Source: an optimization exercise on an open RTL-to-GDS flow (aim: small area). Production flows keep margins and buffers that such runs may drop.
Function was checked by simulation only, so behaviour that the tests miss may differ from the original.
The flow treats the clock pin as an ideal source, which a real chip does not have.
No activity file was given, so power comes from the tool's default toggle rates.

==> flow/design.v (excerpt) <==
module cipher (
    input in,
    input [85:0] seq,
    input clock,
    input control,
    input reset,
    output out
);
Size in the first run: ~91 I/O pins.
clock: 5.0 ns
lec_check: 0
abc_area: 1
cap_margin: 20
core_margin: 2
core_utilization: 40
slew_margin: 20
standard.sh (not shown) runs the stock make flow with config.mk's settings and CLKGATE_MAP_FILE= SYNTH_SCRIPT=/design/flow/synth_recipe.tcl, a recipe that flattens the netlist after the stock synthesis.
==> flow/flow/run.sh <==
#!/bin/bash
# Own layout flow: the standard layout, with an area-oriented ABC mapping
# in synthesis and the ports buffered with the smallest buffer.
set -euo pipefail
W=$(pwd)
export MY_WORK=$W
export MY_ABC_SCRIPT=$W/flow/abc.script
bash standard.sh SYNTH_SCRIPT=$W/flow/synth.tcl \
  "BUFFER_PORTS_ARGS=-buffer_cell sky130_fd_sc_hd__buf_1" "CTS_ARGS=-sink_clustering_enable -repair_clock_nets -dont_use_dummy_load -buf_list sky130_fd_sc_hd__clkbuf_4" finish > $W/make_finish.log 2>&1
==> flow/flow/abc.script <==
strash
&get -n
&dch -f
&nf -R 1000
&put
topo
==> flow/flow/synth.tcl <==
# The standard flow's synthesis script, with the technology mapping of the logic done by
# a different ABC script (flow/abc.script, area-oriented). The registers and
# everything else are as synth_recipe.tcl makes them.
proc abc {args} {
  set out {}
  set skip 0
  foreach a $args {
    if {$skip} { set skip 0; continue }
    if {$a eq "-script"} {
      lappend out -script $::env(MY_ABC_SCRIPT)
      set skip 1
      continue
    }
    lappend out $a
  }
  yosys abc {*}$out
}
source $::env(MY_WORK)/synth_recipe.tcl
The starting point passed the timing, design-rule and antenna checks.
Change:
==> flow/flow/run.sh (replaced) <==
#!/bin/bash
# Own layout flow: the standard layout, with an area-oriented ABC mapping
# in synthesis and the ports buffered with the smallest buffer.
set -euo pipefail
W=$(pwd)
export MY_WORK=$W
export MY_ABC_SCRIPT=$W/flow/abc.script
bash standard.sh SYNTH_SCRIPT=$W/flow/synth.tcl \
  "BUFFER_PORTS_ARGS=-buffer_cell sky130_fd_sc_hd__buf_1" finish > $W/make_finish.log 2>&1
Effect: The changed run produced a clean layout; count of clock-buffer cells in the layout rises by 1; design area went up by 4.5%; combinational power barely changes; non-clock buffer count does not change; area after synthesis stays the same.
Change:
--- a/flow/flow/run.sh
+++ b/flow/flow/run.sh
@@ -7,3 +7,3 @@
 export MY_ABC_SCRIPT=$W/flow/abc.script
 bash standard.sh SYNTH_SCRIPT=$W/flow/synth.tcl \
-  "BUFFER_PORTS_ARGS=-buffer_cell sky130_fd_sc_hd__buf_1" finish > $W/make_finish.log 2>&1
+  "BUFFER_PORTS_ARGS=-buffer_cell sky130_fd_sc_hd__buf_1" "CTS_ARGS=-sink_clustering_enable -repair_clock_nets -dont_use_dummy_load -buf_list sky130_fd_sc_hd__clkbuf_4 -sink_clustering_size 24 -sink_clustering_max_diameter 200" finish > $W/make_finish.log 2>&1
Result: The new run produced a clean layout; utilization shrinks by 2.2 points; worst hold slack is worse by 0.017 ns; global-route usage fell by 0.21 points; die area stays the same; wire length falls by 1.2%; clock-buffer cell count shrinks by 1.
Change:
==> flow/run.sh (new file) <==
#!/bin/bash
# synth_recipe.tcl (not shown) runs the flow's synth.tcl, then flattens the netlist and writes it again
# the make line also repeats each setting of config.mk as NAME=value (left out here)
make -C /OpenROAD-flow-scripts/flow DESIGN_CONFIG=/design/flow/config.mk WORK_HOME=/design/flow/orfs CLKGATE_MAP_FILE= SYNTH_SCRIPT=/design/flow/synth_recipe.tcl finish
--- a/flow/config.mk
+++ b/flow/config.mk
@@ -6,5 +6,4 @@
 export NUM_CORES = 4
 export LEC_CHECK = 0
-export ABC_AREA = 1
 export CAP_MARGIN = 20
 export CORE_MARGIN = 2
removed: flow/flow/run.sh
removed: flow/flow/abc.script
removed: flow/flow/synth.tcl
removed: flow/standard.sh
=>
- setup slack got worse by 0.40 ns
- synthesized area increases by 8.5%
- clock-buffer cell count went up by 2
- hold slack is better by 0.016 ns
- first-iteration DRC count rose by 87%
- utilization went up by 7.3 points
- total power is higher by 28%
Change:
==> flow/flow/run.sh (new file) <==
#!/bin/bash
# Own layout flow: the standard layout, with an area-oriented ABC mapping
# in synthesis and the ports buffered with the smallest buffer.
set -euo pipefail
W=$(pwd)
export MY_WORK=$W
export MY_ABC_SCRIPT=$W/flow/abc.script
bash standard.sh SYNTH_SCRIPT=$W/flow/synth.tcl \
  "BUFFER_PORTS_ARGS=-buffer_cell sky130_fd_sc_hd__buf_1" "CTS_ARGS=-sink_clustering_enable -repair_clock_nets -dont_use_dummy_load -buf_list sky130_fd_sc_hd__clkbuf_4 -sink_clustering_size 18 -sink_clustering_max_diameter 300 -root_buf sky130_fd_sc_hd__clkbuf_4" finish > $W/make_finish.log 2>&1
==> flow/flow/abc.script (new file) <==
strash
&get -n
&dch -f
&nf -R 1000
&put
topo
==> flow/flow/synth.tcl (new file) <==
# The standard flow's synthesis script, with the technology mapping of the logic done by
# a different ABC script (flow/abc.script, area-oriented). The registers and
# everything else are as synth_recipe.tcl makes them.
proc abc {args} {
  set out {}
  set skip 0
  foreach a $args {
    if {$skip} { set skip 0; continue }
    if {$a eq "-script"} {
      lappend out -script $::env(MY_ABC_SCRIPT)
      set skip 1
      continue
    }
    lappend out $a
  }
  yosys abc {*}$out
}
source $::env(MY_WORK)/synth_recipe.tcl
==> flow/standard.sh (new file) <==
#!/bin/bash
# synth_recipe.tcl (not shown) runs the flow's synth.tcl, then flattens the netlist and writes it again
# the make line also repeats each setting of config.mk as NAME=value (left out here)
make -C /OpenROAD-flow-scripts/flow DESIGN_CONFIG=/design/flow/config.mk WORK_HOME=/design/flow/orfs CLKGATE_MAP_FILE= SYNTH_SCRIPT=/design/flow/synth_recipe.tcl "${@:-finish}"
--- a/flow/config.mk
+++ b/flow/config.mk
@@ -6,4 +6,5 @@
 export NUM_CORES = 4
 export LEC_CHECK = 0
+export ABC_AREA = 1
 export CAP_MARGIN = 20
 export CORE_MARGIN = 2
removed: flow/run.sh
After rerunning: Routed wire length went down by 19%; first-iteration DRC count fell by 47%; via count shrinks by about 9%; worst setup slack improved by 0.40 ns; global-route usage fell by 2.8 points.
Change:
==> flow/flow/run.sh (replaced) <==
#!/bin/bash
# Own layout flow: the standard layout, with an area-oriented ABC mapping
# in synthesis and the ports buffered with the smallest buffer.
set -euo pipefail
W=$(pwd)
export MY_WORK=$W
export MY_ABC_SCRIPT=$W/flow/abc.script
bash standard.sh SYNTH_SCRIPT=$W/flow/synth.tcl \
  "BUFFER_PORTS_ARGS=-buffer_cell sky130_fd_sc_hd__buf_1" "CTS_ARGS=-sink_clustering_enable -repair_clock_nets -dont_use_dummy_load -buf_list sky130_fd_sc_hd__clkbuf_4" finish > $W/make_finish.log 2>&1
--- a/flow/config.mk
+++ b/flow/config.mk
@@ -7,6 +7,6 @@
 export LEC_CHECK = 0
 export ABC_AREA = 1
-export CAP_MARGIN = 20
+export CAP_MARGIN = 0
 export CORE_MARGIN = 2
 export CORE_UTILIZATION = 40
-export SLEW_MARGIN = 20
+export SLEW_MARGIN = 0
What happened: The changed run completed without violations; utilization is about the same; power hardly moves; synthesized cell count does not change; synthesized area is unchanged; flip-flop and latch count does not change.


The RTL this note starts from:
==> flow/design.v <==
module rcloss #(
    parameter REGLEN = 19,
    parameter FEEDBACK = 0,
    parameter SYNCBITPOS = 0
) (
    input clock,
    input load,        
    input first,
    input keybit,      
    input majority,
    output exposed,
    output sync
);
    reg [REGLEN - 1:0] register;
    wire sh = (majority == register[SYNCBITPOS]);
    wire a = load ? ~first : sh;
    wire b = ~load & ~sh;
    wire [REGLEN - 1:0] shifted = {register[REGLEN - 2:1], register[0] & ~(load & first), ^(register & FEEDBACK)};
    wire [REGLEN - 1:0] inj = {{(REGLEN - 2){1'b0}}, keybit, 1'b0};
    always @(posedge clock)
        register <= (({REGLEN {a}} & shifted) | ({REGLEN {b}} & register)) ^ inj;
    assign exposed = register[REGLEN - 1];
    assign sync = register[SYNCBITPOS];
endmodule
module cipher (
    input in,
    input [85:0] seq,
    input clock,
    input control,
    input reset,
    output out
);
    reg [1:0] lo;
    reg [4:0] hi;
    always @(posedge clock) begin
        lo <= reset ? {lo[0], ~(lo[0] | lo[1])} : 2'b00;
        hi <= reset ? {hi[3:0], ~(hi[4] ^ hi[2])} : 5'd0;
    end
    wire first = ~|{lo, hi};
    wire [2:0] sel = {lo[1], lo[0], ~(lo[0] | lo[1])};
    wire [30:0] ngroup;
    keygroups groups (.seq(seq), .sel(sel), .ngroup(ngroup));
    wire [31:0] ngroupx = {ngroup[30], ngroup};
    wire keybit = reset & ~ngroupx[hi];
    wire F;
    wire outR1, outR2, outR3;
    wire syncR1, syncR2, syncR3;
    rcloss #(.REGLEN(19), .FEEDBACK(19'h07200), .SYNCBITPOS(8)) loss1 (
        .clock(clock), .load(reset), .first(first), .keybit(keybit),
        .majority(F), .exposed(outR1), .sync(syncR1));
    rcloss #(.REGLEN(22), .FEEDBACK(22'h300000), .SYNCBITPOS(10)) loss2 (
        .clock(clock), .load(reset), .first(first), .keybit(keybit),
        .majority(F), .exposed(outR2), .sync(syncR2));
    rcloss #(.REGLEN(23), .FEEDBACK(23'h700100), .SYNCBITPOS(10)) loss3 (
        .clock(clock), .load(reset), .first(first), .keybit(keybit),
        .majority(F), .exposed(outR3), .sync(syncR3));
    assign F = syncR1 & syncR2 | syncR1 & syncR3 | syncR2 & syncR3;
    assign out = (control && !reset) ? in ^ outR1 ^ outR2 ^ outR3 : 1'b0;
endmodule
module keygroups (
    input [85:0] seq,
    input [2:0] sel,
    output [30:0] ngroup
);
    assign ngroup[0] = ~(seq[0] & sel[0] | seq[31] & sel[1] | seq[62] & sel[2]);
    assign ngroup[1] = ~(seq[63] & sel[0] | seq[1] & sel[1] | seq[32] & sel[2]);
    assign ngroup[2] = ~(seq[42] & sel[0] | seq[73] & sel[1] | seq[11] & sel[2]);
    assign ngroup[3] = ~(seq[33] & sel[0] | seq[64] & sel[1] | seq[2] & sel[2]);
    assign ngroup[4] = ~(seq[39] & sel[0] | seq[70] & sel[1] | seq[8] & sel[2]);
    assign ngroup[5] = ~(seq[12] & sel[0] | seq[43] & sel[1] | seq[74] & sel[2]);
    assign ngroup[6] = ~(seq[27] & sel[0] | seq[58] & sel[1]);
    assign ngroup[7] = ~(seq[3] & sel[0] | seq[34] & sel[1] | seq[65] & sel[2]);
    assign ngroup[8] = ~(seq[9] & sel[0] | seq[40] & sel[1] | seq[71] & sel[2]);
    assign ngroup[9] = ~(seq[25] & sel[1] | seq[56] & sel[2]);
    assign ngroup[10] = ~(seq[75] & sel[0] | seq[13] & sel[1] | seq[44] & sel[2]);
    assign ngroup[11] = ~(seq[15] & sel[0] | seq[46] & sel[1] | seq[77] & sel[2]);
    assign ngroup[12] = ~(seq[28] & sel[1] | seq[59] & sel[2]);
    assign ngroup[13] = ~(seq[84] & sel[0] | seq[22] & sel[1] | seq[53] & sel[2]);
    assign ngroup[14] = ~(seq[66] & sel[0] | seq[4] & sel[1] | seq[35] & sel[2]);
    assign ngroup[15] = ~(seq[48] & sel[0] | seq[79] & sel[1] | seq[17] & sel[2]);
    assign ngroup[16] = ~(seq[30] & sel[0] | seq[61] & sel[1]);
    assign ngroup[17] = ~(seq[72] & sel[0] | seq[10] & sel[1] | seq[41] & sel[2]);
    assign ngroup[18] = ~(seq[69] & sel[0] | seq[7] & sel[1] | seq[38] & sel[2]);
    assign ngroup[19] = ~(seq[57] & sel[0] | seq[26] & sel[2]);
    assign ngroup[20] = ~(seq[24] & sel[0] | seq[55] & sel[1]);
    assign ngroup[21] = ~(seq[45] & sel[0] | seq[76] & sel[1] | seq[14] & sel[2]);
    assign ngroup[22] = ~(seq[21] & sel[0] | seq[52] & sel[1] | seq[83] & sel[2]);
    assign ngroup[23] = ~(seq[78] & sel[0] | seq[16] & sel[1] | seq[47] & sel[2]);
    assign ngroup[24] = ~(seq[60] & sel[0] | seq[29] & sel[2]);
    assign ngroup[25] = ~(seq[6] & sel[0] | seq[37] & sel[1] | seq[68] & sel[2]);
    assign ngroup[26] = ~(seq[54] & sel[0] | seq[85] & sel[1] | seq[23] & sel[2]);
    assign ngroup[27] = ~(seq[51] & sel[0] | seq[82] & sel[1] | seq[20] & sel[2]);
    assign ngroup[28] = ~(seq[36] & sel[0] | seq[67] & sel[1] | seq[5] & sel[2]);
    assign ngroup[29] = ~(seq[81] & sel[0] | seq[19] & sel[1] | seq[50] & sel[2]);
    assign ngroup[30] = ~(seq[18] & sel[0] | seq[49] & sel[1] | seq[80] & sel[2]);
endmodule
export LEC_CHECK = 0
export ABC_AREA = 1
export CAP_MARGIN = 20
export CORE_MARGIN = 2
export CORE_UTILIZATION = 65
export SLEW_MARGIN = 20
export SYNTH_HIERARCHICAL = 1
create_clock -name core_clock -period 5.0 [get_ports {clock}]
==> flow/flow/run.sh <==
#!/bin/bash
# Own layout flow: the standard layout, with an area-oriented ABC mapping
# in synthesis and the ports buffered with the smallest buffer.
set -euo pipefail
W=$(pwd)
export MY_WORK=$W
export MY_ABC_SCRIPT=$W/flow/abc.script
bash standard.sh SYNTH_SCRIPT=$W/flow/synth.tcl \
  "BUFFER_PORTS_ARGS=-buffer_cell sky130_fd_sc_hd__buf_1" "CTS_ARGS=-sink_clustering_enable -repair_clock_nets -dont_use_dummy_load -buf_list sky130_fd_sc_hd__clkbuf_4" finish > $W/make_finish.log 2>&1
==> flow/flow/abc.script <==
strash
&get -n
&dch -f
&nf -R 1000
&put
topo
==> flow/flow/synth.tcl <==
# The standard flow's synthesis script, with the technology mapping of the logic done by
# a different ABC script (flow/abc.script, area-oriented). The registers and
# everything else are as synth_recipe.tcl makes them.
proc abc {args} {
  set out {}
  set skip 0
  foreach a $args {
    if {$skip} { set skip 0; continue }
    if {$a eq "-script"} {
      lappend out -script $::env(MY_ABC_SCRIPT)
      set skip 1
      continue
    }
    lappend out $a
  }
  yosys abc {*}$out
}
source $::env(MY_WORK)/synth_recipe.tcl
The baseline finished with timing, DRC and antenna clean.
Then changed:
==> flow/flow/run.sh (replaced) <==
#!/bin/bash
# Own layout flow: the standard layout, with an area-oriented ABC mapping
# in synthesis and the ports buffered with the smallest buffer.
set -euo pipefail
W=$(pwd)
export MY_WORK=$W
export MY_ABC_SCRIPT=$W/flow/abc.script
# The platform's don't-use cells, and the larger buffers, so that repair
# buffers high-fanout nets with small ones.
PLATFORM_DONT_USE=$(make -s -C "$FLOW_HOME" DESIGN_CONFIG=$W/config.mk WORK_HOME=$W/orfs print-DONT_USE_CELLS 2>/dev/null | sed -n 's/^DONT_USE_CELLS: //p')
[[ "$PLATFORM_DONT_USE" == *lpflow* ]] || { echo "no platform don't-use list"; exit 1; }
EXTRA_DONT_USE="sky130_fd_sc_hd__buf_4 sky130_fd_sc_hd__buf_6 sky130_fd_sc_hd__buf_8 sky130_fd_sc_hd__buf_12 sky130_fd_sc_hd__buf_16 sky130_fd_sc_hd__bufbuf_8 sky130_fd_sc_hd__bufbuf_16"
echo "platform dont-use: $PLATFORM_DONT_USE" > $W/dont_use.log
bash standard.sh SYNTH_SCRIPT=$W/flow/synth.tcl \
  "BUFFER_PORTS_ARGS=-buffer_cell sky130_fd_sc_hd__buf_1" "CTS_ARGS=-sink_clustering_enable -repair_clock_nets -dont_use_dummy_load -buf_list sky130_fd_sc_hd__clkbuf_4 -root_buf sky130_fd_sc_hd__clkbuf_8" "DONT_USE_CELLS=$PLATFORM_DONT_USE $EXTRA_DONT_USE" finish > $W/make_finish.log 2>&1
The new run finished clean.
Fmax shrinks by 2.8%.
Clock power rose by 37%.
Sequential share of layout area shrinks by 0.38 points.
Cell area grows by 0.88%.
Final cell count is unchanged.
Utilization rises by 0.71 points.
Routed wire length goes up by 3.4%.
Die area is unchanged.


RTL: the design.v shown in full above, as it stands there.
Settings: LEC_CHECK=0, ABC_AREA=1, CAP_MARGIN=20, CORE_MARGIN=2, CORE_UTILIZATION=65, SLEW_MARGIN=20, SYNTH_HIERARCHICAL=1; clock period 5.0 ns.
==> flow/flow/run.sh <==
#!/bin/bash
# Own layout flow: the standard layout (standard.sh), with
#  - an area-oriented ABC mapping in synthesis (flow/synth.tcl, flow/abc.script);
#    the registers are the standard synthesis's;
#  - the ports buffered with the smallest buffer (buf_1);
#  - clock tree buffers clkbuf_4 without dummy loads, the root and any leaf
#    with more than 11 flip-flops upsized to clkbuf_8 (flow/post_cts.tcl);
#  - the larger buf_* cells kept out of repair, so that it buffers
#    high-fanout nets with small buffers.
# make's whole output goes to make_finish.log; ORFS keeps each step's log
# under orfs/logs/.
set -euo pipefail
W=$(pwd)
export MY_WORK=$W
export MY_ABC_SCRIPT=$W/flow/abc.script
export MY_CLOCK_PORT=clock
PLATFORM_DONT_USE=$(make -s -C "$FLOW_HOME" DESIGN_CONFIG=$W/config.mk WORK_HOME=$W/orfs print-DONT_USE_CELLS 2>/dev/null | sed -n 's/^DONT_USE_CELLS: //p')
[[ "$PLATFORM_DONT_USE" == *lpflow* ]] || { echo "no platform don't-use list"; exit 1; }
EXTRA_DONT_USE="sky130_fd_sc_hd__buf_4 sky130_fd_sc_hd__buf_6 sky130_fd_sc_hd__buf_8 sky130_fd_sc_hd__buf_12 sky130_fd_sc_hd__buf_16 sky130_fd_sc_hd__bufbuf_8 sky130_fd_sc_hd__bufbuf_16"
echo "platform dont-use: $PLATFORM_DONT_USE" > $W/dont_use.log
bash standard.sh SYNTH_SCRIPT=$W/flow/synth.tcl \
  "BUFFER_PORTS_ARGS=-buffer_cell sky130_fd_sc_hd__buf_1" \
  "CTS_ARGS=-sink_clustering_enable -repair_clock_nets -dont_use_dummy_load -buf_list sky130_fd_sc_hd__clkbuf_4" \
  "DONT_USE_CELLS=$PLATFORM_DONT_USE $EXTRA_DONT_USE" \
  "POST_CTS_TCL=$W/flow/post_cts.tcl" \
  finish > $W/make_finish.log 2>&1
Scripts as last shown in full above: flow/flow/abc.script, flow/flow/synth.tcl
Other scripts of this flow, unchanged in this note and not shown: flow/flow/post_cts.tcl
The baseline produced a clean layout.
Rerun with:
==> flow/flow/run.sh (replaced) <==
#!/bin/bash
# Own layout flow: the standard layout, with an area-oriented ABC mapping
# in synthesis and the ports buffered with the smallest buffer.
set -euo pipefail
W=$(pwd)
export MY_WORK=$W
export MY_ABC_SCRIPT=$W/flow/abc.script
export MY_CLOCK_PORT=clock
# The platform's don't-use cells, and the larger buffers, so that repair
# buffers high-fanout nets with small ones.
PLATFORM_DONT_USE=$(make -s -C "$FLOW_HOME" DESIGN_CONFIG=$W/config.mk WORK_HOME=$W/orfs print-DONT_USE_CELLS 2>/dev/null | sed -n 's/^DONT_USE_CELLS: //p')
[[ "$PLATFORM_DONT_USE" == *lpflow* ]] || { echo "no platform don't-use list"; exit 1; }
EXTRA_DONT_USE="sky130_fd_sc_hd__buf_4 sky130_fd_sc_hd__buf_6 sky130_fd_sc_hd__buf_8 sky130_fd_sc_hd__buf_12 sky130_fd_sc_hd__buf_16 sky130_fd_sc_hd__bufbuf_8 sky130_fd_sc_hd__bufbuf_16"
echo "platform dont-use: $PLATFORM_DONT_USE" > $W/dont_use.log
bash standard.sh SYNTH_SCRIPT=$W/flow/synth.tcl \
  "BUFFER_PORTS_ARGS=-buffer_cell sky130_fd_sc_hd__buf_1" "CTS_ARGS=-sink_clustering_enable -repair_clock_nets -dont_use_dummy_load -buf_list sky130_fd_sc_hd__clkbuf_4" "DONT_USE_CELLS=$PLATFORM_DONT_USE $EXTRA_DONT_USE" "POST_CTS_TCL=$W/flow/post_cts.tcl" finish > $W/make_finish.log 2>&1
Wire length is unchanged.
Hold slack is unchanged.
Combinational power stays flat.
Sequential share of layout area does not change.
Final area stays the same.

## port drivers added, routing unchanged
The results above use ideal ports. As a check the final layouts listed here were re-extracted and re-timed, cells and wires unchanged.
Step 1: set_driving_cell puts a clkbuf_16 on clock and a buf_2 on each other input, an assumption about the parent block.
Step 2 moves the port delays by t, midway between the first and last clock arrival at a register: inputs arrive t later, outputs are due t later. That takes back most of the time a late clock gives input paths.
Three values: ideal, step 1, step 2; two values: the first two.
| run | t (ns) | setup slack, ns | hold WS [ns] | latest minus earliest clock arrival (ns) |
|---|---|---|---|---|
| the first run of note 1 | 0.407 | 1.975 / 1.975 / 1.975 | 0.454 / 0.454 / 0.454 | 0.039 / 0.039 |
| the second run of note 1 | 0.360 | 1.963 / 1.963 / 1.963 | 0.471 / 0.471 / 0.471 | 0.006 / 0.007 |
| the third run of note 1 | 0.407 | 1.975 / 1.975 / 1.975 | 0.454 / 0.454 / 0.454 | 0.039 / 0.039 |
| the fourth run of note 1 | 0.358 | 1.573 / 1.549 / 1.535 | 0.469 / 0.469 / 0.469 | 0.009 / 0.009 |
| the fifth run of note 1 | 0.407 | 1.975 / 1.975 / 1.975 | 0.454 / 0.454 / 0.454 | 0.039 / 0.039 |
| the sixth run of note 1 | 0.406 | 1.976 / 1.976 / 1.782 | 0.453 / 0.453 / 0.453 | 0.039 / 0.039 |
| the first run of note 2 | 0.399 | 1.582 / 1.582 / 1.582 | 0.447 / 0.447 / 0.447 | 0.044 / 0.045 |
| the second run of note 2 | 0.354 | 1.483 / 1.483 / 1.483 | 0.466 / 0.466 / 0.466 | 0.034 / 0.034 |
| the first run of note 3 | 0.353 | 1.543 / 1.543 / 1.543 | 0.463 / 0.463 / 0.463 | 0.029 / 0.029 |
| the second run of note 3 | 0.353 | 1.543 / 1.543 / 1.543 | 0.463 / 0.463 / 0.463 | 0.029 / 0.029 |
After both steps setup and hold are still met in every run listed. The setup slack of the sixth run of note 1, which loses most, moves by 0.000 ns with the drivers and by -0.194 ns with both steps.
